From an optimization exercise on the open Yosys and OpenROAD flow, aimed at small area and a short achievable clock period; shortcuts taken in it are not production practice.
At most, simulation tests tie the RTL to the original design; equivalence was not proved.
Function not checked in run 6: the RTL went through the layout flow alone.
Power is estimated from default activity; no workload was simulated.

==> config.mk <==
export PLATFORM = sky130hd
export DESIGN_NAME = hdc1080_readings_to_ascii
export DESIGN_NICKNAME = hdc1080_readings_to_ascii
export VERILOG_FILES = /design/flow/design.v
export SDC_FILE = /design/flow/constraint.sdc
export NUM_CORES = 4
export LEC_CHECK = 0
export ABC_AREA = 1
export CAP_MARGIN = 20
export CORE_MARGIN = 2
export CORE_UTILIZATION = 40
export SLEW_MARGIN = 20
export SYNTH_HIERARCHICAL = 1
==> constraint.sdc <==
create_clock -name core_clock -period 17.0 [get_ports {i_clk}]
set_input_delay 3.4000 -clock core_clock [delete_from_list [all_inputs] [get_ports {i_clk}]]
set_output_delay 3.4000 -clock core_clock [all_outputs]
set_load 0.01 [all_outputs]
==> design.v <==
module hdc1080_readings_to_ascii(
    i_clk, i_srst,
    i_display_temp, i_display_humid,
    i_hygro_op_mode, i_hygro_display_mode,
    o_txt_ascii_line1, o_txt_ascii_line2);
input wire i_clk;
input wire i_srst;
input wire [15:0] i_display_temp;
input wire [15:0] i_display_humid;
input wire [0:0] i_hygro_op_mode;
input wire [2:0] i_hygro_display_mode;
output wire [(16*8-1):0] o_txt_ascii_line1;
output wire [(16*8-1):0] o_txt_ascii_line2;
function automatic [7:0] ascii_of_hdigit(input [3:0] v);
    ascii_of_hdigit = (v < 4'd10) ? {4'h3, v} : (8'h37 + {4'h0, v});
endfunction
function automatic [7:0] ascii_of_digit(input [3:0] v);
    ascii_of_digit = {4'h3, v};
endfunction
function automatic [3:0] dig(input [3:0] a, input [2:0] b);
    dig = a - {b, 1'b0} - {b[0], 3'b000};
endfunction
function automatic [18:0] x5(input [15:0] x);
    reg [18:0] a, b;
    reg c;
    integer i;
    begin
        a = {3'b000, x};
        b = {1'b0, x, 2'b00};
        c = 1'b0;
        for (i = 0; i < 19; i = i + 1) begin
            x5[i] = a[i] ^ b[i] ^ c;
            c = (a[i] & b[i]) | (a[i] & c) | (b[i] & c);
        end
    end
endfunction
function automatic [19:0] x9(input [15:0] x);
    reg [19:0] a, b;
    reg c;
    integer i;
    begin
        a = {4'b0000, x};
        b = {1'b0, x, 3'b000};
        c = 1'b0;
        for (i = 0; i < 20; i = i + 1) begin
            x9[i] = a[i] ^ b[i] ^ c;
            c = (a[i] & b[i]) | (a[i] & c) | (b[i] & c);
        end
    end
endfunction
function automatic [3:0] neg_code(input [4:0] x);
    neg_code = (x == 5'd0 || x == 5'd10) ? 4'd0 : x[3:0] + 4'd6;
endfunction
reg [15:0] r_t;
reg [15:0] r_h;
always @(posedge i_clk) begin
    r_t <= i_display_temp;
    r_h <= i_display_humid;
end
wire [11:0] c_y    = r_t[11:0];
wire [14:0] c_q2   = x5({4'h0, c_y});                    
wire [13:0] c_q1   = x5({5'h00, c_q2[10:0]});            
wire [12:0] c_q0   = x5({6'h00, c_q1[9:0]});             
wire [3:0]  c_w2   = c_q2[14:11];
wire [3:0]  c_w1   = c_q1[13:10];
wire [3:0]  c_w0   = c_q0[12:9];
wire        c_pos  = r_t[15] | r_t[14];
wire [3:0]  c_th   = r_t[15:12] - 4'd4;
wire        c_ge10 = (c_th >= 4'd10);
wire        c_k0 = (c_w0 >= 4'd2);
wire [3:0]  c_n0 = c_k0 ? c_w0 - 4'd2 : c_w0 + 4'd8;
wire        c_k1 = c_k0 && (c_w1 == 4'd9);
wire [3:0]  c_n1 = c_k1 ? 4'd0 : c_w1 + {3'b000, c_k0};
wire [4:0]  c_s2 = c_w2 + 5'd6 + c_k1;
wire        c_k2 = (c_s2 >= 5'd10);
wire [3:0]  c_n2 = c_k2 ? c_s2 - 5'd10 : c_s2[3:0];
wire [3:0]  c_d4 = c_pos ? {3'b000, c_ge10} : 4'd8;
wire [3:0]  c_d3 = c_pos ? (c_ge10 ? c_th - 4'd10 : c_th)
                         : (4'd4 + {2'b00, r_t[13:12]} + {3'b000, c_k2});
wire [3:0]  c_d2 = c_pos ? c_w2 : c_n2;
wire [3:0]  c_d1 = c_pos ? c_w1 : c_n1;
wire [3:0]  c_d0 = c_pos ? c_w0 : c_n0;
wire [14:0] f_p1 = x9({5'h00, r_t[10:0]});                
wire [13:0] f_q1 = x5({5'h00, f_p1[10:0]});               
wire [12:0] f_q0 = x5({6'h00, f_q1[9:0]});                
wire [3:0]  f_k  = f_p1[14:11];
wire [11:0] f_u;
hdc_bcd9x u_bcd9x (.i_x(r_t[15:11]), .o_bcd(f_u));               
wire [4:0]  f_s2 = f_u[3:0] + f_k;
wire        f_c2 = (f_s2 >= 5'd10);
wire        f_c3 = f_c2 && (f_u[7:4] == 4'd9);
wire [3:0]  f_v4 = f_u[11:8] + {3'b000, f_c3};
wire [3:0]  f_v3 = f_c3 ? 4'd0 : f_u[7:4] + {3'b000, f_c2};
wire [3:0]  f_v2 = f_c2 ? f_s2 - 5'd10 : f_s2[3:0];
wire [3:0]  f_v1 = f_q1[13:10];
wire [3:0]  f_v0 = f_q0[12:9];
wire        f_neg = (f_v4 == 4'd0) && (f_v3 < 4'd4);
wire        f_ge4 = (f_v3 >= 4'd4);
wire [3:0]  f_p4 = f_ge4 ? f_v4 : f_v4 - 4'd1;
wire [3:0]  f_p3d = f_ge4 ? f_v3 - 4'd4 : f_v3 + 4'd6;
wire        f_b0 = (f_v0 != 4'd0);
wire        f_b1 = f_b0 || (f_v1 != 4'd0);
wire        f_b2 = f_b1 || (f_v2 != 4'd0);
wire [3:0]  f_n3 = f_v3 + {3'b000, f_b2} - 4'd4;
wire [3:0]  f_d4 = f_neg ? 4'd0 : f_p4;
wire [3:0]  f_d3 = f_neg ? f_n3 : f_p3d;
wire [3:0]  f_d2 = f_neg ? neg_code(f_v2 + f_b1) : f_v2;
wire [3:0]  f_d1 = f_neg ? neg_code(f_v1 + f_b0) : f_v1;
wire [3:0]  f_d0 = f_neg ? neg_code({1'b0, f_v0}) : f_v0;
wire [18:0] h_q3 = x5(r_h);                               
wire [17:0] h_q2 = x5({1'b0, h_q3[14:0]});                
wire [16:0] h_q1 = x5({2'b00, h_q2[13:0]});               
wire [15:0] h_q0 = x5({3'b000, h_q1[12:0]});              
wire [3:0]  h_d3 = h_q3[18:15];
wire [3:0]  h_d2 = h_q2[17:14];
wire [3:0]  h_d1 = h_q1[16:13];
wire [3:0]  h_d0 = h_q0[15:12];
wire [7:0] s_c7  = (c_d4 == 4'h0) ? 8'h20 : ascii_of_digit(c_d4);
wire [7:0] s_c8  = ((c_d4 == 4'h0) && (c_d3 == 4'h0)) ? 8'h20 : ascii_of_digit(c_d3);
wire [7:0] s_c9  = ascii_of_digit(c_d2);
wire [7:0] s_c11 = ascii_of_digit(c_d1);
wire [7:0] s_c12 = ascii_of_digit(c_d0);
wire [7:0] s_f7  = (f_d4 == 4'h0) ? 8'h20 : ascii_of_digit(f_d4);
wire [7:0] s_f8  = ((f_d4 == 4'h0) && (f_d3 == 4'h0)) ? 8'h20 : ascii_of_hdigit(f_d3);
wire [7:0] s_f9  = ascii_of_hdigit(f_d2);
wire [7:0] s_f11 = ascii_of_hdigit(f_d1);
wire [7:0] s_f12 = ascii_of_hdigit(f_d0);
wire [7:0] s_h8  = (h_d3 == 4'h0) ? 8'h20 : ascii_of_digit(h_d3);
wire [7:0] s_h9  = ascii_of_digit(h_d2);
wire [7:0] s_h11 = ascii_of_digit(h_d1);
wire [7:0] s_h12 = ascii_of_digit(h_d0);
reg  [60:0] r_o;
wire [60:0] s_o;
hdc_sel u_sel (
    .i_op(i_hygro_op_mode[0]), .i_dm(i_hygro_display_mode),
    .i_c7(s_c7), .i_c8(s_c8), .i_c9(s_c9), .i_c11(s_c11), .i_c12(s_c12),
    .i_f7(s_f7), .i_f8(s_f8), .i_f9(s_f9), .i_f11(s_f11), .i_f12(s_f12),
    .i_h8(s_h8), .i_h9(s_h9), .i_h11(s_h11), .i_h12(s_h12),
    .o_d(s_o));
always @(posedge i_clk) r_o <= s_o;
assign o_txt_ascii_line1 = {
    1'b0, r_o[39], ~r_o[39], r_o[1], r_o[19], r_o[1], 1'b0, r_o[19],
    1'b0, r_o[39], 1'b1, 1'b0, 1'b0, r_o[39], 1'b0, r_o[1],
    1'b0, r_o[39], 1'b1, 1'b0, r_o[39], r_o[39], 1'b0, r_o[1],
    1'b0, r_o[39], 1'b1, r_o[1], 1'b0, r_o[19], 1'b0, r_o[19],
    1'b0, 1'b0, 1'b1, 1'b0, r_o[19], r_o[19], r_o[19], 1'b0,
    1'b0, 1'b0, 1'b1, r_o[1], r_o[1], 1'b0, r_o[1], 1'b0,
    1'b0, r_o[19], ~r_o[19], r_o[16], 1'b0, r_o[36], 1'b0, r_o[36],
    1'b0, r_o[19], 1'b1, r_o[38], r_o[37], r_o[36], r_o[35], r_o[34],
    1'b0, r_o[33], r_o[32], r_o[31], r_o[30], r_o[29], r_o[28], r_o[27],
    1'b0, r_o[26], r_o[25], r_o[24], r_o[23], r_o[22], r_o[21], r_o[20],
    1'b0, r_o[19], 1'b1, r_o[16], r_o[18], r_o[18], r_o[17], r_o[16],
    1'b0, r_o[15], r_o[14], r_o[13], r_o[12], r_o[11], r_o[10], r_o[9],
    1'b0, ~r_o[8], r_o[8], r_o[7], r_o[6], r_o[5], r_o[4], r_o[3],
    1'b0, 1'b0, 1'b1, r_o[1], 1'b0, 1'b0, 1'b0, 1'b0,
    1'b0, 1'b0, 1'b1, r_o[1], 1'b0, 1'b0, 1'b0, 1'b0,
    1'b0, r_o[1], ~r_o[1], 1'b0, 1'b0, r_o[2], r_o[1], r_o[0]
};
assign o_txt_ascii_line2 = {
    1'b0, r_o[60], ~r_o[40], r_o[36], r_o[40], 1'b0, r_o[36], r_o[19],
    1'b0, r_o[49], 1'b1, r_o[49], 1'b0, r_o[49], r_o[36], r_o[49],
    1'b0, r_o[60], 1'b1, 1'b0, r_o[49], r_o[40], r_o[16], r_o[49],
    1'b0, r_o[60], 1'b1, r_o[19], r_o[40], r_o[19], 1'b0, r_o[59],
    1'b0, r_o[60], 1'b1, r_o[16], 1'b0, r_o[59], r_o[36], r_o[36],
    1'b0, r_o[19], 1'b1, r_o[59], r_o[49], r_o[16], r_o[40], 1'b0,
    1'b0, r_o[16], 1'b1, 1'b0, r_o[16], r_o[16], r_o[16], r_o[16],
    1'b0, r_o[19], 1'b1, r_o[36], r_o[19], r_o[16], r_o[19], 1'b0,
    1'b0, r_o[36], 1'b1, r_o[58], r_o[57], r_o[56], r_o[55], r_o[54],
    1'b0, r_o[36], 1'b1, r_o[49], r_o[53], r_o[52], r_o[51], r_o[50],
    1'b0, r_o[36], 1'b1, 1'b0, r_o[49], r_o[49], r_o[49], r_o[36],
    1'b0, 1'b0, 1'b1, r_o[40], r_o[48], r_o[47], r_o[46], r_o[45],
    1'b0, 1'b0, 1'b1, r_o[40], r_o[44], r_o[43], r_o[42], r_o[41],
    1'b0, 1'b0, 1'b1, r_o[40], 1'b0, 1'b0, 1'b0, 1'b0,
    1'b0, 1'b0, 1'b1, r_o[40], 1'b0, 1'b0, 1'b0, 1'b0,
    1'b0, 1'b0, 1'b1, 1'b0, 1'b0, r_o[40], 1'b0, r_o[40]
};
endmodule
module hdc_sel(
    input  wire       i_op,
    input  wire [2:0] i_dm,
    input  wire [7:0] i_c7, i_c8, i_c9, i_c11, i_c12,
    input  wire [7:0] i_f7, i_f8, i_f9, i_f11, i_f12,
    input  wire [7:0] i_h8, i_h9, i_h11, i_h12,
    output reg  [60:0] o_d);
wire k_noop = ~i_op;
wire k_nd   = i_op & ((i_dm == 3'd0) | (i_dm == 3'd6) | (i_dm == 3'd7));
wire k_m1   = i_op & (i_dm == 3'd1);
wire k_m2   = i_op & (i_dm == 3'd2);
wire k_m3   = i_op & (i_dm == 3'd3);
wire k_m4   = i_op & (i_dm == 3'd4);
wire k_m5   = i_op & (i_dm == 3'd5);
always @* begin
    o_d[0] = (k_m1 | k_m3);
    o_d[1] = (k_m1 | k_m2 | k_m3 | k_m4);
    o_d[2] = (k_m2 | k_m4);
    o_d[3] = ((k_m1 | k_m3) & i_c12[0]) | ((k_m2 | k_m4) & i_f12[0]);
    o_d[4] = ((k_m1 | k_m3) & i_c12[1]) | ((k_m2 | k_m4) & i_f12[1]);
    o_d[5] = ((k_m1 | k_m3) & i_c12[2]) | ((k_m2 | k_m4) & i_f12[2]);
    o_d[6] = ((k_m1 | k_m3) & i_c12[3]) | ((k_m2 | k_m4) & i_f12[3]);
    o_d[7] = ((k_m1 | k_m3) & i_c12[4]) | ((k_m2 | k_m4) & i_f12[4]);
    o_d[8] = (k_noop | k_nd | k_m5) | ((k_m1 | k_m3) & i_c12[5]) | ((k_m2 | k_m4) & i_f12[5]);
    o_d[9] = k_noop | ((k_m1 | k_m3) & i_c11[0]) | ((k_m2 | k_m4) & i_f11[0]);
    o_d[10] = ((k_m1 | k_m3) & i_c11[1]) | ((k_m2 | k_m4) & i_f11[1]);
    o_d[11] = k_noop | ((k_m1 | k_m3) & i_c11[2]) | ((k_m2 | k_m4) & i_f11[2]);
    o_d[12] = ((k_m1 | k_m3) & i_c11[3]) | ((k_m2 | k_m4) & i_f11[3]);
    o_d[13] = ((k_m1 | k_m3) & i_c11[4]) | ((k_m2 | k_m4) & i_f11[4]);
    o_d[14] = (k_noop | k_nd | k_m5) | ((k_m1 | k_m3) & i_c11[5]) | ((k_m2 | k_m4) & i_f11[5]);
    o_d[15] = k_noop | ((k_m1 | k_m3) & i_c11[6]) | ((k_m2 | k_m4) & i_f11[6]);
    o_d[16] = k_nd;
    o_d[17] = (k_nd | k_m1 | k_m2 | k_m3 | k_m4);
    o_d[18] = (k_noop | k_m1 | k_m2 | k_m3 | k_m4);
    o_d[19] = (k_noop | k_nd);
    o_d[20] = k_nd | ((k_m1 | k_m3) & i_c9[0]) | ((k_m2 | k_m4) & i_f9[0]);
    o_d[21] = (k_noop | k_nd) | ((k_m1 | k_m3) & i_c9[1]) | ((k_m2 | k_m4) & i_f9[1]);
    o_d[22] = ((k_m1 | k_m3) & i_c9[2]) | ((k_m2 | k_m4) & i_f9[2]);
    o_d[23] = ((k_m1 | k_m3) & i_c9[3]) | ((k_m2 | k_m4) & i_f9[3]);
    o_d[24] = k_nd | ((k_m1 | k_m3) & i_c9[4]) | ((k_m2 | k_m4) & i_f9[4]);
    o_d[25] = (k_noop | k_nd | k_m5) | ((k_m1 | k_m3) & i_c9[5]) | ((k_m2 | k_m4) & i_f9[5]);
    o_d[26] = (k_noop | k_nd) | ((k_m1 | k_m3) & i_c9[6]) | ((k_m2 | k_m4) & i_f9[6]);
    o_d[27] = (k_noop | k_nd) | ((k_m1 | k_m3) & i_c8[0]) | ((k_m2 | k_m4) & i_f8[0]);
    o_d[28] = ((k_m1 | k_m3) & i_c8[1]) | ((k_m2 | k_m4) & i_f8[1]);
    o_d[29] = k_nd | ((k_m1 | k_m3) & i_c8[2]) | ((k_m2 | k_m4) & i_f8[2]);
    o_d[30] = ((k_m1 | k_m3) & i_c8[3]) | ((k_m2 | k_m4) & i_f8[3]);
    o_d[31] = ((k_m1 | k_m3) & i_c8[4]) | ((k_m2 | k_m4) & i_f8[4]);
    o_d[32] = (k_noop | k_nd | k_m5) | ((k_m1 | k_m3) & i_c8[5]) | ((k_m2 | k_m4) & i_f8[5]);
    o_d[33] = (k_noop | k_nd) | ((k_m1 | k_m3) & i_c8[6]) | ((k_m2 | k_m4) & i_f8[6]);
    o_d[34] = ((k_m1 | k_m3) & i_c7[0]) | ((k_m2 | k_m4) & i_f7[0]);
    o_d[35] = (k_noop | k_nd) | ((k_m1 | k_m3) & i_c7[1]) | ((k_m2 | k_m4) & i_f7[1]);
    o_d[36] = k_noop;
    o_d[37] = k_noop | ((k_m1 | k_m3) & i_c7[3]) | ((k_m2 | k_m4) & i_f7[3]);
    o_d[38] = k_nd | ((k_m1 | k_m3) & i_c7[4]) | ((k_m2 | k_m4) & i_f7[4]);
    o_d[39] = (k_noop | k_nd | k_m1 | k_m2 | k_m3 | k_m4);
    o_d[40] = (k_m1 | k_m2 | k_m5);
    o_d[41] = ((k_m1 | k_m2 | k_m5) & i_h12[0]);
    o_d[42] = ((k_m1 | k_m2 | k_m5) & i_h12[1]);
    o_d[43] = ((k_m1 | k_m2 | k_m5) & i_h12[2]);
    o_d[44] = ((k_m1 | k_m2 | k_m5) & i_h12[3]);
    o_d[45] = ((k_m1 | k_m2 | k_m5) & i_h11[0]);
    o_d[46] = k_noop | ((k_m1 | k_m2 | k_m5) & i_h11[1]);
    o_d[47] = k_noop | ((k_m1 | k_m2 | k_m5) & i_h11[2]);
    o_d[48] = k_noop | ((k_m1 | k_m2 | k_m5) & i_h11[3]);
    o_d[49] = (k_noop | k_m1 | k_m2 | k_m5);
    o_d[50] = ((k_m1 | k_m2 | k_m5) & i_h9[0]);
    o_d[51] = k_noop | ((k_m1 | k_m2 | k_m5) & i_h9[1]);
    o_d[52] = ((k_m1 | k_m2 | k_m5) & i_h9[2]);
    o_d[53] = ((k_m1 | k_m2 | k_m5) & i_h9[3]);
    o_d[54] = k_noop | ((k_m1 | k_m2 | k_m5) & i_h8[0]);
    o_d[55] = k_nd | ((k_m1 | k_m2 | k_m5) & i_h8[1]);
    o_d[56] = (k_noop | k_nd) | ((k_m1 | k_m2 | k_m5) & i_h8[2]);
    o_d[57] = k_nd | ((k_m1 | k_m2 | k_m5) & i_h8[3]);
    o_d[58] = ((k_m1 | k_m2 | k_m5) & i_h8[4]);
    o_d[59] = (k_nd | k_m1 | k_m2 | k_m5);
    o_d[60] = (k_noop | k_nd | k_m1 | k_m2 | k_m5);
end
endmodule
module hdc_bcd9x(input wire [4:0] i_x, output reg [11:0] o_bcd);
always @*
    case (i_x)
        5'd0: o_bcd = 12'h000;
        5'd1: o_bcd = 12'h009;
        5'd2: o_bcd = 12'h018;
        5'd3: o_bcd = 12'h027;
        5'd4: o_bcd = 12'h036;
        5'd5: o_bcd = 12'h045;
        5'd6: o_bcd = 12'h054;
        5'd7: o_bcd = 12'h063;
        5'd8: o_bcd = 12'h072;
        5'd9: o_bcd = 12'h081;
        5'd10: o_bcd = 12'h090;
        5'd11: o_bcd = 12'h099;
        5'd12: o_bcd = 12'h108;
        5'd13: o_bcd = 12'h117;
        5'd14: o_bcd = 12'h126;
        5'd15: o_bcd = 12'h135;
        5'd16: o_bcd = 12'h144;
        5'd17: o_bcd = 12'h153;
        5'd18: o_bcd = 12'h162;
        5'd19: o_bcd = 12'h171;
        5'd20: o_bcd = 12'h180;
        5'd21: o_bcd = 12'h189;
        5'd22: o_bcd = 12'h198;
        5'd23: o_bcd = 12'h207;
        5'd24: o_bcd = 12'h216;
        5'd25: o_bcd = 12'h225;
        5'd26: o_bcd = 12'h234;
        5'd27: o_bcd = 12'h243;
        5'd28: o_bcd = 12'h252;
        5'd29: o_bcd = 12'h261;
        5'd30: o_bcd = 12'h270;
        5'd31: o_bcd = 12'h279;
        default: o_bcd = 12'h000;
    endcase
endmodule
==> flow/run.sh <==
#!/bin/bash
# Standard layout (standard.sh, with config.mk's settings) with these changes:
#  - synthesis is the standard flow's script with ABC mapping by flow/abc.script (dc2
#    restructuring, then area-oriented mapping twice), and adders are left to
#    ABC (no full/half adder cell extraction),
#  - ports are buffered with sky130_fd_sc_hd__buf_1,
#  - constant outputs share one tie cell per value,
#  - repair_timing aims for 12.5 ns of setup slack.
set -euo pipefail
W=$PWD
export FLOW_ABC_SCRIPT=$W/flow/abc.script
bash standard.sh SYNTH_SCRIPT=$W/flow/synth.tcl ADDER_MAP_FILE= \
  'BUFFER_PORTS_ARGS=-buffer_cell sky130_fd_sc_hd__buf_1' \
  SETUP_SLACK_MARGIN=12.5 SKIP_REPAIR_TIE_FANOUT=1 finish > standard_flow.log 2>&1
==> flow/abc.script <==
strash
dc2
dch
map -B 0.9
strash
dch
map -B 0.9
topo
stime -c
buffer -c
upsize -c
dnsize -c
==> flow/synth.tcl <==
# The standard flow's synthesis script (synth_recipe.tcl), with ABC run on this flow's own
# mapping script (flow/abc.script) in place of ORFS's.
proc synth {args} { yosys synth -nofsm -noshare {*}$args }
proc abc {args} {
  set i [lsearch -exact $args -script]
  if {$i >= 0} { lset args [expr {$i + 1}] $::env(FLOW_ABC_SCRIPT) }
  yosys abc {*}$args
}
source $::env(SCRIPTS_DIR)/synth.tcl
# left out here: clear keep_hierarchy, flatten, clean up, hide names made inside functions, write 1_2_yosys.v
==> standard.sh <==
#!/bin/bash
# synth_recipe.tcl (not shown) runs the flow's synth.tcl, then flattens the netlist and writes it again
# the make line also repeats each setting of config.mk as NAME=value (left out here)
make -C /OpenROAD-flow-scripts/flow DESIGN_CONFIG=/design/flow/config.mk WORK_HOME=/design/flow/orfs CLKGATE_MAP_FILE= SYNTH_SCRIPT=/design/flow/synth_recipe.tcl "${@:-finish}"
==> impl_metrics.yaml, run 1 <==
layout:
  seqCellArea_um2: 1883
  n_antenna_cell: 0
  drive_above_1_share_pct: 8.573
  fillers: 2492
  fin_nets: 1596
  final_cell_area_um2: 9096
  multi_input_comb_area_um2: 5059
  area_delta_synth_final_pct: -2.167
worst_hold_path:
  hp-class: "flip-flop to flip-flop"
global_routing:
  antenna_found_initial: 0
  grt_max_degree: 90
  grt_overflow: 0
  track_usage_pct: 17.64
  grt_pass1_wl_um: 34900
  grt_pass1_vias: 7221
cts:
  clockBufferDepth: 2
  numCtsBuffers: 9
  h-tree-depth: 3
  cts_tree: "yes"
  numClockSinks: 93
  clock_latency_ns: 0.35
  path_clk_slew_ns: 0.07
  cts-root-buf: "clkbuf_16"
  cts_hold_buffers: 0
power_and_ir_drop:
  power_density_nw_per_um2: 132.2
  irDropWorstVdd_v: 0.00007283
  total_power_mw: 1.203
  p_leak_nw: 5.054
sta:
  period_needed_ns: 4.407
  grt_setup_unrepaired: "false"
  finalSetupViolations: 0
  tightest_slew_ns: 0.8575
  fin_crit_sh_pct: 25.93
  finalHoldViolCount: 0
  tns_ns: 0
  clock_skew_ns: 0.01582
  slew_headroom_pct: 42.62
  timing.fmax_mhz: 226.9
  drv_slew: 0
setup_path:
  cp_max_fo: 11
  cp_top_family: "flip-flops"
  cp_cell_sequence: "buf_1"
  cpPeakStageDelay_ns: 0.46
  crit_path_top_delay_cell: "dfxtp_2"
  timing_worst_setup_path_type: "flip-flop to primary output"
  startpoint_type: "flip-flop"
  crit_buf_inv: 1
  cp.required_ns: 13.60
  end_kind: "primary output"
  arrival_ns: 1.01
routing:
  ant_nets: 0
  drt_first_pass_iters: 5
  num_vias: 8345
  wirelength_um: 21780
  drcViolationCount: 0
  routed_via_density: 4.516
  drt_iter0_drc: 490
  wl_per_cell_um: 11.78
yosys:
  syn-mean-instance-area_um2: 5.907
  ys_warn_count: 9
  synth_area_um2: 9298
  postSynthCellCount: 1574
  synth_nets: 1612
floorplan:
  core_area_um2: 22710
  die_x_um: 156.5
  die_h_um: 156.5
  die_area_um2: 24480
  io_pins: 294
  num_rows: 55
  start_util_pct: 40.94
placement:
  portBuffers: 183
  dpl-instance-area_um2: 8758
  gp_congestion: 0.8505
  dp_hpwl_um: 17640
job:
  cap_violations: 0
status:
  status: "finished clean"
==> state kept, by name, indices dropped and copies added, names as in the netlist <==
signal  flops
r_t        16
r_o        61
r_h        16
==> layout by cell type, fill, tap and decap left out, drive strengths merged, types with 2 or more instances in the layout <==
cell	instances
a31oi	3
a21boi	2
o211ai	3
nand3b	5
or2	15
nor3	3
xnor2	22
o21bai	3
nor2	123
nand2	634
clkbuf	11
xor2	39
nand3	109
nand4	25
buf	182
inv	212
conb	3
and2	2
o22ai	4
o21ai	38
dfxtp	93
clkinv	5
a21oi	22
==> worst paths after layout <==
kind / from / to / slack, ns / cells past startpoint
worst max-delay path: r_o[49] / o_txt_ascii_line2[107] / 12.59 / 1
worst min-delay path: r_h[15] / r_o[57] / 0.59 / 4
worst max register to register: r_t[13] / r_o[20] / 12.97 / 25
worst min register to register: r_h[15] / r_o[57] / 0.59 / 4
==> routing by layer <==
layer | track usage, % | vias to the layer above | share of wire [%]
li1 | - | 4556 | -
met1 | 26.08 | 3628 | 54
met2 | 27.23 | 153 | 42
met3 | 2.409 | 8 | 3.4
met4 | 3.626 | 0 | 0.88
met5 | 0 | - | 0
==> stage by stage <==
step | hold WS (ns) | setup slack, ns | instances | util [%]
floorplan | 0.5342 | 12.78 | 1574 | -
global placement | 0.5720 | 12.17 | 1832 | 38.57
detailed placement | 0.5807 | 12.15 | 1832 | 38.57
CTS | 0.5962 | 12.49 | 1848 | 39.95
global route | 0.6597 | 12.52 | 1848 | 40.06
finish | 0.5930 | 12.59 | 1848 | 40.06
==> worst min-delay path, stage by stage, from the launching register on <==
cell,delay (ns)
dfxtp_1,0.36
inv_1,0.07
nor2_1,0.04
nand2_1,0.05
nand2_1,0.04
==> report_power, final <==
group	switching (mW)	internal, mW
clock network	0.0960	0.119
logic	0.488	0.239
registers	0.0184	0.242
total	0.602	0.600
==> what timing repair did <==
action,CTS,global route
buffers inserted,0,0
hold endpoints to repair,0,0
pin swaps,0,0
endpoints found under the setup margin,65,42
gates resized for setup,5,10
==> final cells by class <==
cell class	instances	share of cell area, %
clock buffer	10	2.627
clock inverter	6	0.7565
inverter	213	8.817
multi-input combinational	1058	55.61
sequential	93	20.70
tap	285	3.920
timing repair buffer	183	7.565
==> run 2, diff against run 1 <==
--- a/flow/run.sh
+++ b/flow/run.sh
@@ -5,10 +5,10 @@
 #    ABC (no full/half adder cell extraction),
 #  - ports are buffered with sky130_fd_sc_hd__buf_1,
 #  - constant outputs share one tie cell per value,
-#  - repair_timing aims for 12.5 ns of setup slack.
+#  - repair_timing aims for 12.6 ns of setup slack.
 set -euo pipefail
 W=$PWD
 export FLOW_ABC_SCRIPT=$W/flow/abc.script
 bash standard.sh SYNTH_SCRIPT=$W/flow/synth.tcl ADDER_MAP_FILE= \
   'BUFFER_PORTS_ARGS=-buffer_cell sky130_fd_sc_hd__buf_1' \
-  SETUP_SLACK_MARGIN=12.5 SKIP_REPAIR_TIE_FANOUT=1 finish > standard_flow.log 2>&1
+  SETUP_SLACK_MARGIN=12.6 SKIP_REPAIR_TIE_FANOUT=1 finish > standard_flow.log 2>&1
==> run 2 against run 1 <==
- still clean
- first-iteration DRC count grew 0.41%
- final cell count grew 0.22%
- core utilization grew 0.62 points
- non-clock buffer count grew 4
- register-to-register slack gained 0.07 ns
- die area is the same
- global-route usage is the same
- cell area grew 1.6%
- worst hold slack is essentially flat
- maximum frequency grew 0.46%
- clock skew is essentially flat
- clock power is essentially flat
- critical endpoint is now o_txt_ascii_line2[73]
==> impl_metrics.yaml, run 2 <==
status:
  status: "finished clean"
setup_path:
  r2r_slack_ns: 13.04
  rr_startpoint: "r_t[12]"
  ff2ff_path_depth: 25
  startpoint_type: "flip-flop"
  arrival_ns: 0.99
  cp.required_ns: 13.60
  cp_cell_sequence: "buf_12, buf_1"
  cpPeakStageDelay_ns: 0.37
  crit_path_top_delay_cell: "dfxtp_4"
  timing_worst_setup_path_type: "flip-flop to primary output"
  cp_max_fo: 6
  end_kind: "primary output"
  r2r-end: "r_o[20]"
cts:
  cts_tree: "yes"
  cts-root-buf: "clkbuf_16"
  clockBufferDepth: 2
  numCtsBuffers: 9
  path_clk_slew_ns: 0.07
  h-tree-depth: 3
  clock_latency_ns: 0.35
  numClockSinks: 93
layout:
  mostFrequentLayoutCell: "nand2_1"
  area_delta_synth_final_pct: -0.6459
  n_antenna_cell: 0
  top_regs: "r_o: 61 flops, r_h: 16 flops, r_t: 16 flops"
  fin_nets: 1600
  drive_above_1_share_pct: 10.15
  finish.utilization_pct: 40.68
  regMostFlops: "r_o"
  final_cell_mix: "nand2_1, inv_1, buf_1, nor2_1, nand3_1"
  largest_reg_flops: 61
floorplan:
  io_pins: 294
  num_rows: 55
  die_area_um2: 24480
  die_x_um: 156.5
  core_area_um2: 22710
  die_h_um: 156.5
  start_util_pct: 40.94
worst_hold_path:
  holdPathStages: 4
  hp-class: "flip-flop to flip-flop"
  min_from: "r_h[15]"
  min_to: "r_o[57]"
yosys:
  postSynthCellCount: 1574
  synth_area_um2: 9298
  ys_warn_count: 9
  syn-mean-instance-area_um2: 5.907
  synth_nets: 1612
global_routing:
  antenna_found_initial: 0
  track_usage_pct: 17.64
  grt_max_degree: 90
  grt_pass1_wl_um: 34900
  grt_overflow: 0
  grt_pass1_vias: 7221
power_and_ir_drop:
  p_leak_nw: 5.142
  power_density_nw_per_um2: 130.9
  irDropWorstVdd_v: 0.00007292
sta:
  fin_crit_sh_pct: 25.81
  tns_ns: 0
  finalHoldViolCount: 0
  clock_skew_ns: 0.01583
  timing.fmax_mhz: 227.9
  grt_setup_unrepaired: "true"
  slew_headroom_pct: 42.52
  period_needed_ns: 4.387
  finalSetupViolations: 0
  tightest_slew_ns: 0.8590
  drv_slew: 0
placement:
  portBuffers: 183
  gp_congestion: 0.8505
  dp_hpwl_um: 17640
routing:
  drt_iter0_drc: 492
  routed_via_density: 4.522
  routed-wl-met3_um: 801
  highest_layer: "met4"
  wl_met1_um: 11780
  wl_per_cell_um: 11.89
  wirelength_um: 22030
  drt_first_pass_iters: 5
  drcViolationCount: 0
  num_vias: 8375
  met2_length_um: 9260
  ant_nets: 0
job:
  cap_violations: 0
-- run 2: changes by cell type in the layout (fill, tap and decap cells not counted), sizes merged --
cell and delta:
clkbuf +8, buf -4
-- run 2: cell type report --
type / count / area [um2]
multi-input cells: 1058 / 5089
inverters: 213 / 802.0
flip-flops and latches: 93 / 1892
clock buffers: 10 / 239.0
fillers: 2473 / 13470
well taps: 285 / 356.6
clock inverters: 6 / 68.82
repair buffers: 187 / 790.8
-- run 2: worst max-delay path: cells and delay by family (launching register included) --
family | cells | cell delay, ns
flops | 1 | 0.37
buf+inv | 2 | 0.27
-- run 2: through the flow --
stage,total power [mW],cell area [um2],worst slack [ns],hold WS [ns],cells
floorplan,0.8738,9298,12.78,0.5342,1574
finish,1.209,9238,12.61,0.5930,1852
CTS,1.208,9089,12.56,0.5961,1848
global route,1.342,9238,12.56,0.6587,1852
global placement,0.9837,8758,12.17,0.5720,1832
detailed placement,0.9878,8758,12.15,0.5807,1832
-- run 2: worst max path at each step --
stage / start / end / slack (ns) / cells past startpoint
floorplan: r_o[19] / o_txt_ascii_line1[120] / 12.78 / 1
global placement: i_hygro_op_mode[0] / r_o[56] / 12.17 / 8
detailed placement: i_hygro_op_mode[0] / r_o[56] / 12.15 / 8
CTS: r_o[36] / o_txt_ascii_line2[89] / 12.56 / 1
global route: r_o[19] / o_txt_ascii_line1[77] / 12.56 / 2
finish: r_o[16] / o_txt_ascii_line2[73] / 12.61 / 2
-- run 2: routing by layer --
metal,vias to the layer above,GRT usage [%]
li1,4561,-
met1,3638,26.08
met2,168,27.23
met3,8,2.409
met4,0,3.626
met5,-,0
-- run 2: power breakdown --
part | switching [mW] | total (mW) | internal, mW
Combinational | 0.490 | 0.732 | 0.242
Sequential | 0.0176 | 0.260 | 0.242
Clock | 0.0975 | 0.217 | 0.119
Total | 0.605 | 1.21 | 0.604
-- run 2: timing repair --
| action | in CTS | in global routing |
|---|---|---|
| hold endpoints to repair | 0 | 0 |
| hold buffers | 0 | 0 |
| setup endpoints to repair | 92 | 73 |
| setup buffers | 0 | 4 |
| gates resized for setup | 13 | 39 |
==> run 3, diff against run 2 <==
--- a/flow/run.sh
+++ b/flow/run.sh
@@ -5,10 +5,10 @@
 #    ABC (no full/half adder cell extraction),
 #  - ports are buffered with sky130_fd_sc_hd__buf_1,
 #  - constant outputs share one tie cell per value,
-#  - repair_timing aims for 12.6 ns of setup slack.
+#  - repair_timing aims for 12.65 ns of setup slack.
 set -euo pipefail
 W=$PWD
 export FLOW_ABC_SCRIPT=$W/flow/abc.script
 bash standard.sh SYNTH_SCRIPT=$W/flow/synth.tcl ADDER_MAP_FILE= \
   'BUFFER_PORTS_ARGS=-buffer_cell sky130_fd_sc_hd__buf_1' \
-  SETUP_SLACK_MARGIN=12.6 SKIP_REPAIR_TIE_FANOUT=1 finish > standard_flow.log 2>&1
+  SETUP_SLACK_MARGIN=12.65 SKIP_REPAIR_TIE_FANOUT=1 finish > standard_flow.log 2>&1
==> run 3 against run 2 <==
- highest routed layer unchanged
- critical path type unchanged
- via count up 0.21%
- global-route usage up 0.27 points
- die area unchanged
- setup slack worse by 0.0078 ns
- sequential share of layout area down 0.67 points
- core utilization up 1.4 points
- combinational power up 2%
- synthesized area unchanged
- largest cell class unchanged
- wire length up 1.1%
==> impl_metrics.yaml, run 3 <==
layout:
  regMostFlops: "r_o"
  fin_nets: 1602
  final_cell_area_um2: 9567
  final_cell_mix: "nand2_1, inv_1, buf_1, nor2_1, nand3_1"
  n_antenna_cell: 0
  area_delta_synth_final_pct: 2.893
  mostFrequentLayoutCell: "nand2_1"
  drive_above_1_share_pct: 13.64
  largest_reg_flops: 61
  top_regs: "r_o: 61 flops, r_h: 16 flops, r_t: 16 flops"
floorplan:
  die_x_um: 156.5
  die_h_um: 156.5
  start_util_pct: 40.94
  die_area_um2: 24480
  io_pins: 294
  core_area_um2: 22710
  num_rows: 55
global_routing:
  grt_pass1_vias: 7277
  antenna_found_initial: 0
  track_usage_pct: 17.91
  grt_overflow: 0
  grt_max_degree: 90
  grt_pass1_wl_um: 35370
placement:
  gp_congestion: 0.8505
  dpl-instance-area_um2: 8758
  dp_hpwl_um: 17640
  portBuffers: 183
sta:
  finalSetupViolations: 0
  tns_ns: 0
  drv_slew: 0
  clock_skew_ns: 0.01554
  fin_crit_sh_pct: 25.85
  period_needed_ns: 4.395
  slew_headroom_pct: 44.54
  timing.fmax_mhz: 227.5
  finalHoldViolCount: 0
  tightest_slew_ns: 0.8289
  grt_setup_unrepaired: "true"
cts:
  cts-root-buf: "clkbuf_16"
  h-tree-depth: 3
  cts_tree: "yes"
  cts_hold_buffers: 0
  clockBufferDepth: 2
  path_clk_slew_ns: 0.07
  clock_latency_ns: 0.35
  numCtsBuffers: 9
  numClockSinks: 93
setup_path:
  arrival_ns: 0.99
  timing_worst_setup_path_type: "flip-flop to primary output"
  cp_max_fo: 6
  r2r-end: "r_o[10]"
  rr_startpoint: "r_t[12]"
  end_kind: "primary output"
  crit_path_start: "r_o[40]"
  ff2ff_path_depth: 24
  startpoint_type: "flip-flop"
  r2r_slack_ns: 13.03
  cp.required_ns: 13.60
power_and_ir_drop:
  power_density_nw_per_um2: 127.7
  p_leak_nw: 5.368
  irDropWorstVdd_v: 0.00007390
yosys:
  postSynthCellCount: 1574
  synth_nets: 1612
  syn-mean-instance-area_um2: 5.907
  ys_warn_count: 9
  synth_area_um2: 9298
worst_hold_path:
  hp-class: "flip-flop to flip-flop"
  min_from: "r_h[15]"
  holdPathStages: 4
  min_to: "r_o[57]"
routing:
  routed_via_density: 4.527
  drt_first_pass_iters: 6
  num_vias: 8393
  drcViolationCount: 0
  drt_iter0_drc: 458
  wirelength_um: 22260
  wl_per_cell_um: 12.01
  ant_nets: 0
job:
  cap_violations: 0
status:
  status: "finished clean"
==> run 3: cell count changes in the layout (fill, tap and decap cells not counted), sizes merged <==
cell,before,now
buf,178,166
clkbuf,19,33
==> run 3: worst max-delay path by stage <==
stage / endpoint / slack, ns / cells after the start
4_1_cts: o_txt_ascii_line2[89] / 12.54 / 2
5_1_grt: o_txt_ascii_line1[77] / 12.56 / 2
2_1_floorplan: o_txt_ascii_line1[120] / 12.78 / 1
3_5_place_dp: r_o[56] / 12.15 / 8
3_3_place_gp: r_o[56] / 12.17 / 8
6_report: o_txt_ascii_line2[125] / 12.61 / 3
==> run 3: critical path, stage by stage, from the launching register on <==
cell and delay, ns:
dfxtp_4 0.37, buf_12 0.14, inv_4 0.03, buf_6 0.11
==> run 3: per-stage QoR <==
stage | total power [mW] | hold WS (ns) | setup slack (ns) | cells | utilization (%)
after floorplan | 0.8738 | 0.5342 | 12.78 | 1574 | -
after global placement | 0.9837 | 0.5720 | 12.17 | 1832 | 38.57
after detailed placement | 0.9878 | 0.5807 | 12.15 | 1832 | 38.57
after CTS | 1.216 | 0.5961 | 12.54 | 1854 | 41.23
after global routing | 1.354 | 0.6602 | 12.56 | 1854 | 42.13
final | 1.221 | 0.5893 | 12.61 | 1854 | 42.13
==> run 3: repair_timing <==
item	CTS	global route
resized for setup	71	86
buffers inserted	6	0
endpoints found under the setup margin	104	101
==> run 3: per-layer routing <==
| layer | track usage (%) | part of all wire [%] | vias to the layer above |
|---|---|---|---|
| met3 | 2.382 | 3.4 | 6 |
| met4 | 3.320 | 0.65 | 0 |
| met1 | 26.35 | 53 | 3667 |
| met2 | 28.05 | 43 | 161 |
| met5 | 0 | 0 | - |
| li1 | - | - | 4559 |
==> run 3: power by group <==
part	switching, mW	internal [mW]	leakage, nW
sequential	0.0173	0.242	0.778
clock	0.0958	0.119	0.149
combinational	0.495	0.251	4.44
==> run 3: layout make-up <==
class,count,area (um2)
fill,2443,13140
multi-input combinational,1058,5102
sequential,93,1896
timing repair buffer,189,1100
inverter,213,804.5
tap,285,356.6
clock buffer,10,239.0
clock inverter,6,68.82
==> run 4, diff against run 3 <==
--- a/flow/run.sh
+++ b/flow/run.sh
@@ -5,10 +5,10 @@
 #    ABC (no full/half adder cell extraction),
 #  - ports are buffered with sky130_fd_sc_hd__buf_1,
 #  - constant outputs share one tie cell per value,
-#  - repair_timing aims for 12.65 ns of setup slack.
+#  - repair_timing aims for 12.55 ns of setup slack.
 set -euo pipefail
 W=$PWD
 export FLOW_ABC_SCRIPT=$W/flow/abc.script
 bash standard.sh SYNTH_SCRIPT=$W/flow/synth.tcl ADDER_MAP_FILE= \
   'BUFFER_PORTS_ARGS=-buffer_cell sky130_fd_sc_hd__buf_1' \
-  SETUP_SLACK_MARGIN=12.65 SKIP_REPAIR_TIE_FANOUT=1 finish > standard_flow.log 2>&1
+  SETUP_SLACK_MARGIN=12.55 SKIP_REPAIR_TIE_FANOUT=1 finish > standard_flow.log 2>&1
==> run 4 against run 3 <==
- clock-buffer cell count stayed put
- synthesized area stayed put
- global-route usage is 0.27 points lower
- cell area is 4.8% lower
- total power is 1.5% lower
- first-iteration DRC count is 0.66% higher
- critical endpoint is now o_txt_ascii_line2[96]
- highest routed layer unchanged
==> impl_metrics.yaml, run 4 <==
cts:
  cts-root-buf: "clkbuf_16"
  cts_hold_buffers: 0
  numCtsBuffers: 9
  clock_latency_ns: 0.35
  cts_tree: "yes"
  h-tree-depth: 3
  clockBufferDepth: 2
  path_clk_slew_ns: 0.07
  numClockSinks: 93
yosys:
  synth_area_um2: 9298
  syn-mean-instance-area_um2: 5.907
  ys_warn_count: 9
  postSynthCellCount: 1574
  synth_nets: 1612
sta:
  drv_slew: 0
  finalSetupViolations: 0
  clock_skew_ns: 0.01598
  finalHoldViolCount: 0
  timing.fmax_mhz: 228.2
  slew_headroom_pct: 43.36
  tightest_slew_ns: 0.8465
  tns_ns: 0
  period_needed_ns: 4.382
  whs_ns: 0.5945
  fin_crit_sh_pct: 25.78
  grt_setup_unrepaired: "true"
  setup_ws_ns: 12.62
layout:
  n_antenna_cell: 0
  seqCellArea_um2: 1886
  multi_input_comb_area_um2: 5066
  mostFrequentLayoutCell: "nand2_1"
  area_delta_synth_final_pct: -2.046
  drive_above_1_share_pct: 8.701
  fillers: 2485
  top_regs: "r_o: 61 flops, r_h: 16 flops, r_t: 16 flops"
  final_cell_mix: "nand2_1, inv_1, buf_1, nor2_1, nand3_1"
  fin_nets: 1596
  largest_reg_flops: 61
  regMostFlops: "r_o"
  final_cell_count_no_fill: 1848
setup_path:
  startpoint_type: "flip-flop"
  crit_path_top_delay_cell: "dfxtp_1"
  timing_worst_setup_path_type: "flip-flop to primary output"
  cp_top_family: "flip-flops"
  path_depth: 1
  crit_buf_inv: 1
  ff2ff_path_depth: 25
  cp.required_ns: 13.60
  crit_path_start: "r_o[59]"
  cpPeakStageDelay_ns: 0.45
  end_kind: "primary output"
  r2r_slack_ns: 12.97
  arrival_ns: 0.98
  rr_startpoint: "r_t[13]"
  cp_max_fo: 3
  cp_cell_sequence: "buf_1"
  worstSetupEndpoint: "o_txt_ascii_line2[96]"
  r2r-end: "r_o[20]"
routing:
  routed_via_density: 4.536
  drcViolationCount: 0
  ant_nets: 0
  drt_iter0_drc: 461
  wirelength_um: 21790
  drt_first_pass_iters: 5
  wl_per_cell_um: 11.79
  num_vias: 8383
placement:
  gp_congestion: 0.8505
  portBuffers: 183
  dp_cells: 1832
  post-place-ws_ns: 12.15
  dp_hpwl_um: 17640
global_routing:
  grt_pass1_wl_um: 34900
  grt_max_degree: 90
  antenna_found_initial: 0
  grt_pass1_vias: 7221
  grt_overflow: 0
  track_usage_pct: 17.64
floorplan:
  io_pins: 294
  core_area_um2: 22710
  num_rows: 55
  die_area_um2: 24480
  start_util_pct: 40.94
  die_x_um: 156.5
  die_h_um: 156.5
status:
  status: "finished clean"
power_and_ir_drop:
  irDropWorstVdd_v: 0.00007305
  p_leak_nw: 5.059
  power_density_nw_per_um2: 132.1
job:
  cap_violations: 0
worst_hold_path:
  hp-class: "flip-flop to flip-flop"
-- run 4: how the worst min path moves through the flow --
stage               to  cells after the start  slack (ns)    start
5_1_grt        r_o[57]                      4        0.66  r_h[15]
3_5_place_dp   r_o[57]                      4        0.58  r_h[15]
4_1_cts        r_o[57]                      4        0.60  r_h[15]
2_1_floorplan  r_o[58]                      4        0.53  r_h[14]
3_3_place_gp   r_o[57]                      4        0.57  r_h[15]
6_report       r_o[57]                      4        0.59  r_h[15]
-- run 4: layer usage --
| layer | global-route usage, % | vias to the layer above | wire (um) |
|---|---|---|---|
| li1 | - | 4553 | - |
| met1 | 26.08 | 3646 | 11570 |
| met2 | 27.23 | 175 | 9200 |
| met3 | 2.409 | 9 | 829 |
| met4 | 3.626 | 0 | 191 |
| met5 | 0 | - | 0 |
-- run 4: cell type report --
type / count / area share [%]
multi-input combinational: 1058 / 55.63
timing repair buffer: 183 / 7.570
clock inverter: 6 / 0.7556
sequential: 93 / 20.70
tap: 285 / 3.915
inverter: 213 / 8.806
clock buffer: 10 / 2.624
-- run 4: stage by stage --
step	power, mW	cell area (um2)	util, %
after floorplan	0.8738	9298	-
after global placement	0.9837	8758	38.57
after detailed placement	0.9878	8758	38.57
after CTS	1.208	9085	40.01
after global routing	1.337	9107	40.10
final	1.203	9107	40.10
-- run 4: power by group --
group,switching [mW],leakage [nW],internal (mW)
logic,0.488,4.13,0.239
clock network,0.0963,0.149,0.119
registers,0.0183,0.778,0.242
total,0.603,5.06,0.600
-- run 4: worst min-delay path, stage by stage, from the launching register on --
cell	delay (ns)
dfxtp_1	0.36
inv_1	0.07
nor2_1	0.04
nand2_1	0.05
nand2_1	0.04
-- run 4: repair_timing --
item | 4_1_cts | 5_1_grt
endpoints found under the hold margin | 0 | 0
buffers inserted | 0 | 0
endpoints found under the setup margin | 79 | 19
gates resized for setup | 11 | 7
==> run 5, diff against run 4 <==
==> flow/run.sh (replaced) <==
#!/bin/bash
# Standard layout (standard.sh, with config.mk's settings) with these changes:
#  - synthesis leaves adders to ABC (no full/half adder cell extraction),
#  - ports are buffered with sky130_fd_sc_hd__buf_1,
#  - constant outputs share one tie cell per value,
#  - repair_timing aims for 12.5 ns of setup slack.
set -euo pipefail
bash standard.sh ADDER_MAP_FILE= 'BUFFER_PORTS_ARGS=-buffer_cell sky130_fd_sc_hd__buf_1' SETUP_SLACK_MARGIN=12.5 SKIP_REPAIR_TIE_FANOUT=1 finish > standard_flow.log 2>&1
removed: flow/abc.script
removed: flow/synth.tcl
==> run 5 against run 4 <==
- still clean on timing, DRC and antenna
- cell area is 0.41% higher
- register-to-register slack worse by 0.02 ns
- setup slack worse by 0.045 ns
- worst hold slack better by 0.073 ns
- flip-flop and latch count stayed put
- critical path depth did not move
==> impl_metrics.yaml, run 5 <==
status:
  status: "finished clean"
layout:
  drive_above_1_share_pct: 10.39
  fillers: 2469
  final_cell_count_no_fill: 1834
  seqCellArea_um2: 1884
  final_cell_mix: "nand2_1, inv_1, buf_1, nor2_1, nand3_1"
  mostFrequentLayoutCell: "nand2_1"
  n_antenna_cell: 0
  largest_reg_flops: 61
  top_regs: "r_o: 61 flops, r_h: 16 flops, r_t: 16 flops"
  multi_input_comb_area_um2: 5107
  regMostFlops: "r_o"
  area_delta_synth_final_pct: -1.336
  fin_nets: 1582
  final_cell_area_um2: 9145
  finish.utilization_pct: 40.27
placement:
  dp_hpwl_um: 17500
  portBuffers: 183
  dp_cells: 1810
  gp_congestion: 0.8316
  dpl-instance-area_um2: 8711
sta:
  clock_skew_ns: 0.01269
  drv_slew: 0
  finalHoldViolCount: 0
  grt_setup_unrepaired: "true"
  period_needed_ns: 4.427
  finalSetupViolations: 0
  slew_headroom_pct: 41.72
  tns_ns: 0
  timing.fmax_mhz: 225.9
  fin_crit_sh_pct: 26.04
  tightest_slew_ns: 0.8662
yosys:
  synth_area_um2: 9269
  syn-mean-instance-area_um2: 5.957
  synth_nets: 1594
  postSynthCellCount: 1556
  ys_warn_count: 9
routing:
  drt_iter0_drc: 338
  drcViolationCount: 0
  num_vias: 8437
  drt_first_pass_iters: 4
  routed_via_density: 4.600
  wl_per_cell_um: 12.09
  ant_nets: 0
  wirelength_um: 22180
setup_path:
  cp_top_family: "flip-flops"
  cpPeakStageDelay_ns: 0.43
  rr_startpoint: "r_t[1]"
  end_kind: "primary output"
  r2r_slack_ns: 12.95
  arrival_ns: 1.03
  ff2ff_path_depth: 39
  cp_cell_sequence: "buf_1"
  cp.required_ns: 13.60
  path_depth: 1
  crit_path_top_delay_cell: "dfxtp_2"
  timing_worst_setup_path_type: "flip-flop to primary output"
  startpoint_type: "flip-flop"
  crit_buf_inv: 1
  cp_max_fo: 4
  r2r-end: "r_o[21]"
cts:
  numCtsBuffers: 9
  path_clk_slew_ns: 0.07
  cts_tree: "yes"
  cts-root-buf: "clkbuf_16"
  clockBufferDepth: 2
  cts_hold_buffers: 0
  numClockSinks: 93
  clock_latency_ns: 0.36
  h-tree-depth: 3
power_and_ir_drop:
  seq_power_share_pct: 21.8
  clkPwrFrac_pct: 16.4
  irDropWorstVdd_v: 0.00005767
  p_int_mw: 0.5986
  total_power_mw: 1.201
  power_density_nw_per_um2: 131.4
  combPwrFrac_pct: 61.8
  p_switching_mw: 0.6028
  switching_share_pct: 50.17
  p_leak_nw: 5.065
global_routing:
  track_usage_pct: 18.05
  grt_pass1_vias: 7510
  antenna_found_initial: 2
  grt_pass1_wl_um: 35370
  grt_overflow: 0
  grt_max_degree: 90
floorplan:
  die_area_um2: 24410
  num_rows: 55
  die_h_um: 156.2
  die_x_um: 156.2
  start_util_pct: 40.82
  io_pins: 294
  core_area_um2: 22710
worst_hold_path:
  hp-class: "flip-flop to flip-flop"
  min_to: "r_o[55]"
  holdPathStages: 3
  min_from: "r_h[14]"
job:
  cap_violations: 0
[run 5: changes by cell type in the layout (fill, tap and decap cells not counted), moves of 7 or more]
cell	previous run	this run
nand2_1	594	572
nand3_1	94	86
o21ai_0	26	36
nand4_1	24	16
a21oi_1	20	28
nor2_1	108	94
xor2_1	36	50
buf_4	0	7
[run 5: worst max-delay path by stage]
| stage | slack, ns | end | start |
|---|---|---|---|
| floorplan | 12.78 | o_txt_ascii_line1[120] | r_o[19] |
| global placement | 11.84 | r_o[21] | i_hygro_op_mode[0] |
| detailed placement | 12.21 | r_o[21] | i_hygro_op_mode[0] |
| CTS | 12.44 | o_txt_ascii_line2[70] | r_o[19] |
| global route | 12.47 | r_o[31] | r_t[1] |
| finish | 12.57 | o_txt_ascii_line2[126] | r_o[60] |
[run 5: per-layer routing]
metal / vias up / wire, um / track usage [%]
li1: 4511 / - / -
met1: 3675 / 10610 / 23.42
met2: 225 / 10320 / 31.54
met3: 24 / 961 / 2.548
met4: 2 / 286 / 4.500
met5: - / 12 / 0
[run 5: tightest hold or removal path, cell delays in order (launching register included)]
cell and delay (ns):
dfxtp_1 0.42, xor2_1 0.11, nand2_1 0.06, nand2_1 0.04
[run 5: stage by stage]
step                worst slack, ns  hold WS (ns)
floorplan                     12.78        0.5611
global placement              11.84        0.6503
detailed placement            12.21        0.6697
CTS                           12.44        0.6825
global route                  12.47        0.7370
finish                        12.57        0.6671
[run 5: final cells by class]
type                            instances  share of cell area (%)
Timing Repair Buffer                  190                   8.086
Multi-Input combinational cell       1042                   55.85
Clock buffer                           10                   2.504
Inverter                              208                   8.537
Tap cell                              285                   3.899
Clock inverter                          6                  0.5199
Sequential cell                        93                   20.60
[run 5: what timing repair did]
action                                  4_1_cts  5_1_grt
resized for setup                             6       23
endpoints found under the setup margin       56       67
pin swaps                                     0        2
endpoints found under the hold margin         0        0
gates cloned                                  0        3
buffers inserted                              0        5
[run 5: power by group through the flow]
| stage | logic, mW | clock network, mW | registers, mW |
|---|---|---|---|
| floorplan | 0.635 | 0 | 0.271 |
| global placement | 0.724 | 0 | 0.268 |
| detailed placement | 0.733 | 0 | 0.268 |
| CTS | 0.736 | 0.204 | 0.263 |
| global route | 0.864 | 0.213 | 0.266 |
| finish | 0.742 | 0.197 | 0.262 |
==> run 6, diff against run 5 <==
--- a/design.v
+++ b/design.v
@@ -13,9 +13,6 @@
 output wire [(16*8-1):0] o_txt_ascii_line2;
 function automatic [7:0] ascii_of_hdigit(input [3:0] v);
     ascii_of_hdigit = (v < 4'd10) ? {4'h3, v} : (8'h37 + {4'h0, v});
-endfunction
-function automatic [7:0] ascii_of_digit(input [3:0] v);
-    ascii_of_digit = {4'h3, v};
 endfunction
 function automatic [3:0] dig(input [3:0] a, input [2:0] b);
     dig = a - {b, 1'b0} - {b[0], 3'b000};
@@ -85,26 +82,22 @@
 wire [12:0] f_q0 = x5({6'h00, f_q1[9:0]});                
 wire [3:0]  f_k  = f_p1[14:11];
 wire [11:0] f_u;
-hdc_bcd9x u_bcd9x (.i_x(r_t[15:11]), .o_bcd(f_u));               
-wire [4:0]  f_s2 = f_u[3:0] + f_k;
-wire        f_c2 = (f_s2 >= 5'd10);
-wire        f_c3 = f_c2 && (f_u[7:4] == 4'd9);
-wire [3:0]  f_v4 = f_u[11:8] + {3'b000, f_c3};
-wire [3:0]  f_v3 = f_c3 ? 4'd0 : f_u[7:4] + {3'b000, f_c2};
-wire [3:0]  f_v2 = f_c2 ? f_s2 - 5'd10 : f_s2[3:0];
+hdc_bcd9x u_bcd9x (.i_x(r_t[15:11]), .o_bcd(f_u));         
+wire [4:0]  f_s0 = f_u[3:0] + f_k;
+wire        f_c0 = (f_s0 >= 5'd10);
+wire        f_c1 = f_c0 && (f_u[7:4] == 4'd9);
+wire [3:0]  f_h2 = f_c1 ? ((f_u[11:8] == 4'd9) ? 4'd0 : f_u[11:8] + 4'd1) : f_u[11:8];
+wire [3:0]  f_h1 = f_c1 ? 4'd0 : f_u[7:4] + {3'b000, f_c0};
+wire [3:0]  f_h0 = f_c0 ? f_s0 - 5'd10 : f_s0[3:0];
 wire [3:0]  f_v1 = f_q1[13:10];
 wire [3:0]  f_v0 = f_q0[12:9];
-wire        f_neg = (f_v4 == 4'd0) && (f_v3 < 4'd4);
-wire        f_ge4 = (f_v3 >= 4'd4);
-wire [3:0]  f_p4 = f_ge4 ? f_v4 : f_v4 - 4'd1;
-wire [3:0]  f_p3d = f_ge4 ? f_v3 - 4'd4 : f_v3 + 4'd6;
+wire        f_neg = (r_t < 16'd9103);
 wire        f_b0 = (f_v0 != 4'd0);
 wire        f_b1 = f_b0 || (f_v1 != 4'd0);
-wire        f_b2 = f_b1 || (f_v2 != 4'd0);
-wire [3:0]  f_n3 = f_v3 + {3'b000, f_b2} - 4'd4;
-wire [3:0]  f_d4 = f_neg ? 4'd0 : f_p4;
-wire [3:0]  f_d3 = f_neg ? f_n3 : f_p3d;
-wire [3:0]  f_d2 = f_neg ? neg_code(f_v2 + f_b1) : f_v2;
+wire        f_b2 = f_b1 || (f_h0 != 4'd0);
+wire [3:0]  f_d4 = f_neg ? 4'd0 : f_h2;
+wire [3:0]  f_d3 = f_neg ? f_h1 + 4'd6 + {3'b000, f_b2} : f_h1;
+wire [3:0]  f_d2 = f_neg ? neg_code(f_h0 + f_b1) : f_h0;
 wire [3:0]  f_d1 = f_neg ? neg_code(f_v1 + f_b0) : f_v1;
 wire [3:0]  f_d0 = f_neg ? neg_code({1'b0, f_v0}) : f_v0;
 wire [18:0] h_q3 = x5(r_h);                               
@@ -115,20 +108,20 @@
 wire [3:0]  h_d2 = h_q2[17:14];
 wire [3:0]  h_d1 = h_q1[16:13];
 wire [3:0]  h_d0 = h_q0[15:12];
-wire [7:0] s_c7  = (c_d4 == 4'h0) ? 8'h20 : ascii_of_digit(c_d4);
-wire [7:0] s_c8  = ((c_d4 == 4'h0) && (c_d3 == 4'h0)) ? 8'h20 : ascii_of_digit(c_d3);
-wire [7:0] s_c9  = ascii_of_digit(c_d2);
-wire [7:0] s_c11 = ascii_of_digit(c_d1);
-wire [7:0] s_c12 = ascii_of_digit(c_d0);
-wire [7:0] s_f7  = (f_d4 == 4'h0) ? 8'h20 : ascii_of_digit(f_d4);
+wire [7:0] s_c7  = (c_d4 == 4'h0) ? 8'h20 : ascii_of_hdigit(c_d4);
+wire [7:0] s_c8  = ((c_d4 == 4'h0) && (c_d3 == 4'h0)) ? 8'h20 : ascii_of_hdigit(c_d3);
+wire [7:0] s_c9  = ascii_of_hdigit(c_d2);
+wire [7:0] s_c11 = ascii_of_hdigit(c_d1);
+wire [7:0] s_c12 = ascii_of_hdigit(c_d0);
+wire [7:0] s_f7  = (f_d4 == 4'h0) ? 8'h20 : ascii_of_hdigit(f_d4);
 wire [7:0] s_f8  = ((f_d4 == 4'h0) && (f_d3 == 4'h0)) ? 8'h20 : ascii_of_hdigit(f_d3);
 wire [7:0] s_f9  = ascii_of_hdigit(f_d2);
 wire [7:0] s_f11 = ascii_of_hdigit(f_d1);
 wire [7:0] s_f12 = ascii_of_hdigit(f_d0);
-wire [7:0] s_h8  = (h_d3 == 4'h0) ? 8'h20 : ascii_of_digit(h_d3);
-wire [7:0] s_h9  = ascii_of_digit(h_d2);
-wire [7:0] s_h11 = ascii_of_digit(h_d1);
-wire [7:0] s_h12 = ascii_of_digit(h_d0);
+wire [7:0] s_h8  = (h_d3 == 4'h0) ? 8'h20 : ascii_of_hdigit(h_d3);
+wire [7:0] s_h9  = ascii_of_hdigit(h_d2);
+wire [7:0] s_h11 = ascii_of_hdigit(h_d1);
+wire [7:0] s_h12 = ascii_of_hdigit(h_d0);
 reg  [60:0] r_o;
 wire [60:0] s_o;
 hdc_sel u_sel (
@@ -256,38 +249,38 @@
 module hdc_bcd9x(input wire [4:0] i_x, output reg [11:0] o_bcd);
 always @*
     case (i_x)
-        5'd0: o_bcd = 12'h000;
-        5'd1: o_bcd = 12'h009;
-        5'd2: o_bcd = 12'h018;
-        5'd3: o_bcd = 12'h027;
-        5'd4: o_bcd = 12'h036;
-        5'd5: o_bcd = 12'h045;
-        5'd6: o_bcd = 12'h054;
-        5'd7: o_bcd = 12'h063;
-        5'd8: o_bcd = 12'h072;
-        5'd9: o_bcd = 12'h081;
-        5'd10: o_bcd = 12'h090;
-        5'd11: o_bcd = 12'h099;
-        5'd12: o_bcd = 12'h108;
-        5'd13: o_bcd = 12'h117;
-        5'd14: o_bcd = 12'h126;
-        5'd15: o_bcd = 12'h135;
-        5'd16: o_bcd = 12'h144;
-        5'd17: o_bcd = 12'h153;
-        5'd18: o_bcd = 12'h162;
-        5'd19: o_bcd = 12'h171;
-        5'd20: o_bcd = 12'h180;
-        5'd21: o_bcd = 12'h189;
-        5'd22: o_bcd = 12'h198;
-        5'd23: o_bcd = 12'h207;
-        5'd24: o_bcd = 12'h216;
-        5'd25: o_bcd = 12'h225;
-        5'd26: o_bcd = 12'h234;
-        5'd27: o_bcd = 12'h243;
-        5'd28: o_bcd = 12'h252;
-        5'd29: o_bcd = 12'h261;
-        5'd30: o_bcd = 12'h270;
-        5'd31: o_bcd = 12'h279;
+        5'd0: o_bcd = 12'h960;
+        5'd1: o_bcd = 12'h969;
+        5'd2: o_bcd = 12'h978;
+        5'd3: o_bcd = 12'h987;
+        5'd4: o_bcd = 12'h996;
+        5'd5: o_bcd = 12'h005;
+        5'd6: o_bcd = 12'h014;
+        5'd7: o_bcd = 12'h023;
+        5'd8: o_bcd = 12'h032;
+        5'd9: o_bcd = 12'h041;
+        5'd10: o_bcd = 12'h050;
+        5'd11: o_bcd = 12'h059;
+        5'd12: o_bcd = 12'h068;
+        5'd13: o_bcd = 12'h077;
+        5'd14: o_bcd = 12'h086;
+        5'd15: o_bcd = 12'h095;
+        5'd16: o_bcd = 12'h104;
+        5'd17: o_bcd = 12'h113;
+        5'd18: o_bcd = 12'h122;
+        5'd19: o_bcd = 12'h131;
+        5'd20: o_bcd = 12'h140;
+        5'd21: o_bcd = 12'h149;
+        5'd22: o_bcd = 12'h158;
+        5'd23: o_bcd = 12'h167;
+        5'd24: o_bcd = 12'h176;
+        5'd25: o_bcd = 12'h185;
+        5'd26: o_bcd = 12'h194;
+        5'd27: o_bcd = 12'h203;
+        5'd28: o_bcd = 12'h212;
+        5'd29: o_bcd = 12'h221;
+        5'd30: o_bcd = 12'h230;
+        5'd31: o_bcd = 12'h239;
         default: o_bcd = 12'h000;
     endcase
 endmodule
==> run 6 against run 5 <==
- worst hold slack lost 0.044 ns
- wire length decreased by 8.3%
- register-to-register slack better by 0.20 ns
- non-clock buffer count is 5 lower
- die area is 2.7% higher
- core utilization down 0.25 points
- critical endpoint is now o_txt_ascii_line2[98]
- largest power group unchanged
==> impl_metrics.yaml, run 6 <==
routing:
  drcViolationCount: 0
  num_vias: 8188
  ant_nets: 0
  wl_per_cell_um: 11.07
  drt_iter0_drc: 472
  drt_first_pass_iters: 5
  routed_via_density: 4.457
  wirelength_um: 20340
setup_path:
  cp_max_fo: 18
  cp_top_family: "flip-flops"
  r2r-end: "r_o[29]"
  crit_buf_inv: 1
  startpoint_type: "flip-flop"
  end_kind: "primary output"
  timing_worst_setup_path_type: "flip-flop to primary output"
  cpPeakStageDelay_ns: 0.45
  cp_cell_sequence: "buf_1"
  cp.required_ns: 13.60
  ff2ff_path_depth: 24
  rr_startpoint: "r_t[2]"
  path_depth: 1
  arrival_ns: 0.99
  r2r_slack_ns: 13.15
  crit_path_top_delay_cell: "dfxtp_4"
global_routing:
  antenna_found_initial: 0
  track_usage_pct: 15.99
  grt_pass1_vias: 6705
  grt_max_degree: 90
  grt_pass1_wl_um: 32130
  grt_overflow: 0
sta:
  tns_ns: 0
  clock_skew_ns: 0.009827
  grt_setup_unrepaired: "false"
  period_needed_ns: 4.387
  slew_headroom_pct: 32.04
  finalHoldViolCount: 0
  timing.fmax_mhz: 227.9
  finalSetupViolations: 0
  whs_ns: 0.6231
  setup_ws_ns: 12.61
  tightest_slew_ns: 1.016
  fin_crit_sh_pct: 25.81
  drv_slew: 0
layout:
  area_delta_synth_final_pct: -1.668
  multi_input_comb_area_um2: 5346
  top_regs: "r_o: 61 flops, r_h: 16 flops, r_t: 16 flops"
  mostFrequentLayoutCell: "nand2_1"
  fin_nets: 1551
  drive_above_1_share_pct: 13.70
  final_cell_mix: "nand2_1, buf_1, inv_1, nor2_1, dfxtp_1"
  largest_reg_flops: 61
  fillers: 2527
  n_antenna_cell: 0
  regMostFlops: "r_o"
  seqCellArea_um2: 1874
floorplan:
  start_util_pct: 40.70
  io_pins: 294
  die_x_um: 158.3
  core_area_um2: 23400
  die_h_um: 158.3
  die_area_um2: 25060
  num_rows: 56
yosys:
  syn-mean-instance-area_um2: 6.230
  postSynthCellCount: 1529
  ys_warn_count: 9
  synth_nets: 1567
  synth_area_um2: 9525
power_and_ir_drop:
  p_leak_nw: 4.962
  irDropWorstVdd_v: 0.00006566
  power_density_nw_per_um2: 134.9
worst_hold_path:
  hp-class: "flip-flop to flip-flop"
  holdPathStages: 4
  min_from: "r_h[15]"
  min_to: "r_o[57]"
cts:
  clockBufferDepth: 2
  cts_tree: "yes"
  h-tree-depth: 3
  clock_latency_ns: 0.36
  cts-root-buf: "clkbuf_16"
  numClockSinks: 93
  post-cts-setup-buffers: 0
  cts_hold_buffers: 0
  path_clk_slew_ns: 0.07
  numCtsBuffers: 9
  post_cts_resize_count: 6
placement:
  dp_hpwl_um: 16400
  post-place-ws_ns: 11.90
  portBuffers: 183
  gp_congestion: 0.8636
job:
  cap_violations: 0
status:
  status: "finished clean"
-- run 6: routing by layer --
layer  track usage (%)  part of all wire, %
met1             21.73                   49
met2             26.96                   45
met3             2.504                  4.4
met4             3.089                 0.81
met5                 0                    0
-- run 6: final cells by class --
class / count / share of cell area (%)
inverters: 201 / 8.108
multi-input cells: 1023 / 57.08
well taps: 319 / 4.261
clock buffers: 10 / 2.445
flip-flops and latches: 93 / 20.01
clock inverters: 6 / 0.5744
repair buffers: 185 / 7.521
-- run 6: metrics by stage --
step	std cells	power [mW]	area, um2	util [%]
after global placement	1821	1.053	9059	38.71
after floorplan	1529	0.9551	9525	-
after global routing	1837	1.400	9366	40.02
after CTS	1837	1.272	9353	39.96
final	1837	1.263	9366	40.02
after detailed placement	1821	1.064	9059	38.71
-- run 6: worst max path at each step --
stage | from | slack, ns | endpoint
5_1_grt | r_o[39] | 12.51 | o_txt_ascii_line1[126]
4_1_cts | r_o[19] | 12.51 | o_txt_ascii_line1[77]
2_1_floorplan | r_o[19] | 12.78 | o_txt_ascii_line1[120]
3_5_place_dp | i_hygro_op_mode[0] | 11.90 | r_o[8]
3_3_place_gp | i_hygro_op_mode[0] | 11.91 | r_o[29]
6_report | r_o[19] | 12.61 | o_txt_ascii_line2[98]
-- run 6: power by group --
part           switching [mW]  internal (mW)  leakage [nW]
clock                   0.102          0.102         0.136
combinational           0.524          0.274          4.05
sequential             0.0178          0.243         0.777

-- port drivers added, routing unchanged --
The flow's constraints put no driver on any port. The routed layouts listed below were extracted and timed again, unchanged, in two steps.
Step 1, drivers: a clkbuf_16 drives i_clk and a buf_2 each remaining input, both assumed.
Step 2, shift: input delay + t, output delay - t, t = (earliest + latest rising clock arrival at the registers) / 2. This alone moves slack from input paths to output paths.
Three values: no drivers, after step 1, after step 2; two values: the first two.
run	shift t [ns]	setup WS [ns]	hold WS [ns]	worst setup path at the end	slew at the worst register clock pin (ns)
run 1	0.393	12.593 / 12.545 / 12.367	0.593 / 0.593 / 0.593	input to register	0.08 / 0.08
run 2	0.391	12.613 / 12.565 / 12.394	0.593 / 0.593 / 0.593	input to register	0.08 / 0.08
run 3	0.392	12.605 / 12.557 / 12.380	0.589 / 0.589 / 0.589	input to register	0.08 / 0.08
run 4	0.392	12.618 / 12.570 / 12.384	0.594 / 0.594 / 0.594	input to register	0.08 / 0.08
run 5	0.403	12.573 / 12.525 / 12.213	0.667 / 0.667 / 0.667	input to register	0.08 / 0.08
run 6	0.398	12.613 / 12.571 / 12.272	0.623 / 0.623 / 0.623	input to register	0.08 / 0.08
After both steps setup and hold are still met in every run listed. For run 5, which loses most, drivers alone change the setup slack by -0.048 ns; drivers and shift together by -0.360 ns.
